Context: an optimization exercise on an open-source flow, tuned for small area. The choices shown serve that exercise and are no tape-out recipe. The RTL was checked by simulation tests, not by an equivalence proof against the original design.

File: design.v
`timescale 1ns / 1ps
module top_module(
    input  wire        clkr,
    input  wire        rst,
    input  wire        rxr,
    input  wire [4:0]  btnr,
    output wire        spr,
    output wire [7:0]  hr,
    output wire [7:0]  mr,
    output wire [4:0]  date,
    output wire [4:0]  month,
    output wire [7:0]  year,
    output wire [6:0]  seg,
    output wire [3:0]  an,
    output wire        dp
);
    reg [4:0] bs;
    reg [4:0] bp;
    always @(posedge clkr) begin
        if (rst) begin
            bs <= 5'b0;
            bp <= 5'b0;
        end else begin
            bs <= btnr;
            bp <= bs;
        end
    end
    wire te  = bs[0] & ~bp[0];
    wire de  = bs[1] & ~bp[1];
    wire sws = bs[2];
    wire sre = bs[3] & ~bp[3];
    wire sse = bs[4] & ~bp[4];
    reg [7:0] tc;
    reg       tb;
    wire tx_idle = (tc == 8'd161);
    always @(posedge clkr) begin
        if (rst)
            tc <= 8'd161;
        else if (tx_idle) begin
            if (te | de) begin
                tc <= 8'd254;
                tb <= ~te;
            end
        end else
            tc <= tc + 8'd1;
    end
    assign spr = (tc >= 8'd144) | ((tc[7:4] == 4'd1) & tb);
    reg [7:0] rc;
    reg [7:0] sr;
    wire rx_done = (rc == 8'd154);
    always @(posedge clkr) begin
        if (rst)
            rc <= 8'd0;
        else if (rc == 8'd0) begin
            if (!rxr) rc <= 8'd1;
        end else if (rx_done)
            rc <= 8'd0;
        else
            rc <= rc + 8'd1;
    end
    always @(posedge clkr)
        if (rc[3:0] == 4'd8 && rc < 8'd144)
            sr <= {rxr, sr[7:1]};
    reg [6:0] c100;
    reg [3:0] c10;
    reg t10, t1;
    always @(posedge clkr) begin
        if (rst) begin
            c100 <= 0; c10 <= 0; t10 <= 0; t1 <= 0;
        end else begin
            t10 <= (c100 == 7'd99);
            t1  <= (c100 == 7'd99) && (c10 == 4'd9);
            if (c100 == 7'd99) begin
                c100 <= 0;
                c10 <= (c10 == 4'd9) ? 4'd0 : c10 + 4'd1;
            end else
                c100 <= c100 + 7'd1;
        end
    end
    reg [1:0] wcnt;       
    reg       wdate;      
    reg [4:0] hr_r;
    reg [5:0] mr_r, sec_r;
    reg [4:0] date_r, month_r;
    reg [7:0] year_r;
    assign hr = {3'b0, hr_r};
    assign mr = {2'b0, mr_r};
    assign date = date_r;
    assign month = month_r;
    assign year = year_r;
    always @(posedge clkr) begin
        if (rst) begin
            wcnt <= 0;
            hr_r <= 0; mr_r <= 0; sec_r <= 0;
            date_r <= 0; month_r <= 0; year_r <= 0;
        end else if (wcnt == 2'd0) begin
            if (te | de) begin
                wcnt <= 2'd3;
                wdate <= ~te;
            end else if (t1) begin
                if (sec_r == 6'd59) begin
                    sec_r <= 0;
                    if (mr_r == 6'd59) begin
                        mr_r <= 0;
                        hr_r <= (hr_r == 5'd23) ? 5'd0 : hr_r + 5'd1;
                    end else
                        mr_r <= mr_r + 6'd1;
                end else
                    sec_r <= sec_r + 6'd1;
            end
        end else if (rx_done) begin
            wcnt <= wcnt - 2'd1;
            if (!wdate) begin
                case (wcnt)
                    2'd3: hr_r <= sr[4:0];
                    2'd2: mr_r <= sr[5:0];
                    default: sec_r <= sr[5:0];
                endcase
            end else begin
                case (wcnt)
                    2'd3: date_r <= sr[4:0];
                    2'd2: month_r <= sr[4:0];
                    default: year_r <= sr;
                endcase
            end
        end
    end
    reg       running;
    reg [3:0] ts;
    reg [5:0] ss, sm;
    always @(posedge clkr) begin
        if (rst | sre) begin
            running <= 0;
            ts <= 0; ss <= 0; sm <= 0;
        end else begin
            if (sse) running <= ~running;
            if (running & t10) begin
                if (ts == 4'd9) begin
                    ts <= 0;
                    if (ss == 6'd59) begin
                        ss <= 0;
                        sm <= (sm == 6'd59) ? 6'd0 : sm + 6'd1;
                    end else
                        ss <= ss + 6'd1;
                end else
                    ts <= ts + 4'd1;
            end
        end
    end
    reg mode;
    always @(posedge clkr) begin
        if (rst) mode <= 0;
        else if (te) mode <= 0;
        else if (de) mode <= 1;
    end
    reg [5:0] dc;
    reg [1:0] ds;
    always @(posedge clkr) begin
        if (rst) begin
            dc <= 0; ds <= 0;
        end else if (dc == 6'd50) begin
            dc <= 0; ds <= ds + 2'd1;
        end else
            dc <= dc + 6'd1;
    end
    reg [5:0] v;
    always @(*) begin
        if (sws)       v = ds[1] ? sm : ss;
        else if (mode) v = ds[1] ? {1'b0, date_r} : {1'b0, month_r};
        else           v = ds[1] ? {1'b0, hr_r} : mr_r;
    end
    wire [3:0] digit = ds[0] ? (v / 6'd10) : (v % 6'd10);
    reg [6:0] sg;
    always @(*) begin
        case (digit)
            4'd0: sg = 7'b1000000;
            4'd1: sg = 7'b1111001;
            4'd2: sg = 7'b0100100;
            4'd3: sg = 7'b0110000;
            4'd4: sg = 7'b0011001;
            4'd5: sg = 7'b0010010;
            4'd6: sg = 7'b0000010;
            4'd7: sg = 7'b1111000;
            4'd8: sg = 7'b0000000;
            4'd9: sg = 7'b0010000;
            default: sg = 7'b1111111;
        endcase
    end
    assign seg = sg;
    assign an = ~(4'b0001 << ds);
    assign dp = 1'b1;
endmodule
File: run.sh
#!/bin/bash
# synth_recipe.tcl (not shown) runs the flow's synth.tcl, then flattens the netlist and writes it again
# the make line also repeats each setting of config.mk as NAME=value (left out here)
make -C /OpenROAD-flow-scripts/flow DESIGN_CONFIG=/design/flow/config.mk WORK_HOME=/design/flow/orfs CLKGATE_MAP_FILE= SYNTH_SCRIPT=/design/flow/synth_recipe.tcl finish
File: config.mk
export PLATFORM = sky130hd
export DESIGN_NAME = top_module
export DESIGN_NICKNAME = top_module
export VERILOG_FILES = /design/flow/design.v
export SDC_FILE = /design/flow/constraint.sdc
export NUM_CORES = 4
export LEC_CHECK = 0
export CAP_MARGIN = 20
export CORE_MARGIN = 2
export CORE_UTILIZATION = 40
export SLEW_MARGIN = 20
File: constraint.sdc
create_clock -name core_clock -period 10.0 [get_ports {clkr}]
set_input_delay 2.0000 -clock core_clock [delete_from_list [all_inputs] [get_ports {clkr}]]
set_output_delay 2.0000 -clock core_clock [all_outputs]
set_load 0.01 [all_outputs]
==> flow_metrics.env <==
export IMPL_outcome="timing/DRC/antenna clean"
export IMPL_maxCapViolCount=0
export IMPL_path_common_cell="ha_1"
export IMPL_drcViolationCount=0
export IMPL_fillers=1279
export IMPL_yosysTopAreaCellShare=0.367
export IMPL_syn_area_per_cell_sq_um=8.74
export IMPL_cts_tree="yes"
export IMPL_vdd_drop_max_uv=112
export IMPL_dp_cells=838
export IMPL_drive_gt1_frac=0.0501
export IMPL_ys_warn_count=1
export IMPL_cts_root_buf="clkbuf_16"
export IMPL_post_cts_buffers=0
export IMPL_gp_congestion=0.882
export IMPL_ys_ff_latch=111
export IMPL_clock_latency_ps=350
export IMPL_period_share=0.700
export IMPL_tns_ps=0
export IMPL_synthesis_area_sq_mm=0.00552
export IMPL_place_ws_ps=3430
export IMPL_grt_pass1_wl_microns=20500
export IMPL_p_comb_frac=0.146
export IMPL_hold_ws_ps=435
export IMPL_critPathMaxFanout=21
export IMPL_p_int_uw=756
export IMPL_port_buffers=48
export IMPL_power_total_uw=1030
export IMPL_areaGrowthSynthToFinish_pct=17.2
export IMPL_drv_slew=0
export IMPL_critPathSlowestCell="dfxtp_1"
export IMPL_synth_cells=631
export IMPL_dp_hpwl_microns=8920
export IMPL_fin_crit_ps=7000
export IMPL_setup_viol_count_final=0
export IMPL_crit_chain="mux2i_1, a22oi_2, and2_1, inv_2, ha_1, inv_1, a221oi_1, a31o_1, a31oi_1, o22ai_1, a211o_1, nand2_1, ha_1, nand2b_1, o21ai_1, clkdlybuf4s50_1"
export IMPL_hold_viol=0
export IMPL_grt_start_max_net_pins=67
export IMPL_start_util=0.413
export IMPL_fmax_mhz=143
export IMPL_vias_per_cell=5.28
export IMPL_p_leak_uw=0.00243
export IMPL_rsz0062_at_grt="false"
export IMPL_clkPwrFrac=0.380
export IMPL_vias=4507
export IMPL_slew_headroom=0.349
export IMPL_clock_sinks=111
export IMPL_synthArstFlopShare=0
export IMPL_powerDensity_mw_per_mm2=160
export IMPL_die_x_microns=121
export IMPL_synth_most_common_cell="dfxtp_1"
export IMPL_cp_end_kind="output pin"
export IMPL_coreArea_sq_mm=0.0133
export IMPL_drtPass1Iterations=5
export IMPL_synth_main_ff_cell="dfxtp_1"
export IMPL_cpPeakStageDelay_ps=970
export IMPL_ys_seq_area_frac=0.421
export IMPL_cts_max_path_buffers=2
export IMPL_hold_buffers=0
export IMPL_worst_slack_ps=3000
export IMPL_antenna_found_initial=0
export IMPL_netlist_top_cells_area="dfxtp_1 37%, nor2_1 6.5%, mux2i_1 6.4%"
export IMPL_synth_top_area_cell="dfxtp_1"
export IMPL_gr_total_overflow=0
export IMPL_wl_microns=12100
export IMPL_clk_pin_slew_ps=70
export IMPL_crit_required_ps=8000
export IMPL_hp_class="reg2reg"
export IMPL_swShare=0.267
export IMPL_stdcell_count=854
export IMPL_die_h_microns=121
export IMPL_post_drt_wl_per_cell_microns=14.2
export IMPL_synth_cell_types=67
export IMPL_cts_resized=0
export IMPL_antenna_left=0
export IMPL_crit_arrival_ps=5000
export IMPL_synth_edff_count=10
export IMPL_power_frac_seq=0.475
export IMPL_nets=705
export IMPL_path_class="reg2out"
export IMPL_diodes=0
export IMPL_skew_ps=5.30
export IMPL_start_kind="flop"
export IMPL_rows=42
export IMPL_tightest_slew_ps=975
export IMPL_numCtsBuffers=9
export IMPL_cp_top_family="compound AO/OA/AOI/OAI gates"
export IMPL_grt_usage=0.174
export IMPL_die_area_sq_mm=0.0147
export IMPL_path_buf_inv=3
export IMPL_htree_levels=3
export IMPL_p_switching_uw=276
export IMPL_synth_common_cells="101 x dfxtp_1, 96 x nor2_1, 48 x nand2_1, 35 x mux2i_1, 31 x o21ai_0"
export IMPL_io_pins=55
export IMPL_grt_pass1_vias=4330
export IMPL_first_iter_violations=323
[state kept, by name, summed over array words and instances, names as in the netlist, 2 cells and up]
name / cells
year_r: 8
mr_r: 6
sm: 6
rc: 8
month_r: 5
hr_r: 5
dc: 6
c100: 7
date_r: 5
ds: 2
wcnt: 2
sr: 8
bp: 4
c10: 4
ts: 4
ss: 6
tc: 8
sec_r: 6
bs: 5
[worst paths after layout]
path            from  endpoint  slack [ps]  cells after the start
max            ds[1]    seg[3]        3000                     16
min            bs[3]     bp[3]         440                      2
max reg2reg  wcnt[0]   hr_r[4]        7310                      9
min reg2reg    bs[3]     bp[3]         440                      2
[per-layer routing]
metal	share of wire	global-route usage	vias to the layer above
met5	0	0	-
met2	0.49	0.297	88
li1	-	-	2295
met3	0.041	0.0338	17
met4	0.020	0.0603	0
met1	0.45	0.219	2107
[cells in the final DEF (no fill, tap or decap), drive strengths merged, types with 6 or more instances in the layout]
cell / synthesis / layout
and2: 6 / 6
clkdlybuf4s50: 0 / 47
xor2: 16 / 16
dfxtp: 101 / 101
nor2: 96 / 96
conb: 2 / 6
xnor2: 14 / 14
a211oi: 15 / 15
and3: 13 / 13
inv: 27 / 29
nand2: 49 / 49
o21ai: 34 / 34
a21oi: 27 / 27
nand3: 24 / 24
ha: 24 / 24
a22oi: 8 / 8
o211ai: 6 / 6
edfxtp: 10 / 10
nand4: 15 / 15
clkbuf: 13 / 12
mux2i: 35 / 35
nor3: 14 / 14
nor2b: 18 / 18
[cells by family after synthesis]
kind of cell    after synthesis  share of synthesized area
compound gates              113                      0.132
mux                          37                     0.0717
xor+xnor                     30                     0.0476
simple gates                262                      0.230
other cells                   2                    0.00136
buf+inv                      52                     0.0411
fa+ha+maj                    24                     0.0544
flops                       111                      0.421
[tightest hold or removal path, cell delays in order (launching register included)]
cell and delay, ps:
dfxtp_1 300, inv_1 60, nor2_1 40
[stage by stage]
| stage | instance area, sq um | util |
|---|---|---|
| 6_report | 6460 | 0.484 |
| 5_1_grt | 6460 | 0.484 |
| 4_1_cts | 6460 | 0.484 |
| 3_5_place_dp | 6130 | 0.459 |
| 3_3_place_gp | 6130 | 0.459 |
| 2_1_floorplan | 5530 | - |
[power by group through the flow]
stage	sequential (uW)	combinational [uW]	clock (uW)
after global placement	499	148	0
after detailed placement	500	151	0
after CTS	490	152	403
final	490	151	392
after global routing	495	174	420
after floorplan	494	115	0
[final cells by class]
| cell class | count | area, sq um | area share |
|---|---|---|---|
| clock buffers | 12 | 278 | 0.0430 |
| multi-input cells | 472 | 2980 | 0.461 |
| clock inverters | 4 | 56.3 | 0.00871 |
| well taps | 176 | 220 | 0.0341 |
| repair buffers | 51 | 498 | 0.0771 |
| inverters | 28 | 105 | 0.0163 |
| flip-flops and latches | 111 | 2320 | 0.359 |

port drivers added, routing unchanged:
The flow's constraints put no driver on any port. The routed layout listed below was extracted and timed again, unchanged, in two steps. Step 1 (the two cells are an assumption about what drives the block):
set clk [get_ports {clkr}]
set_driving_cell -lib_cell sky130_fd_sc_hd__clkbuf_16 $clk
set_driving_cell -lib_cell sky130_fd_sc_hd__buf_2 [delete_from_list [all_inputs] $clk]
Step 2 adds t to the input delays and takes it off the output delays; t is the mean of the earliest and latest rising clock arrival at the registers after step 1. Input paths then give back, and output paths get back, about the clock's delay inside the block. a / b / c = ideal / step 1 / step 2; a / b = the first two.
t, ns: 0.387
setup slack, ns: 2.997 / 2.956 / 3.343
worst register clock-pin slew, ns: 0.07 / 0.07
After both steps this run still meets setup and hold. For this run, drivers alone change the setup slack by -0.041 ns; drivers and shift together by +0.346 ns.
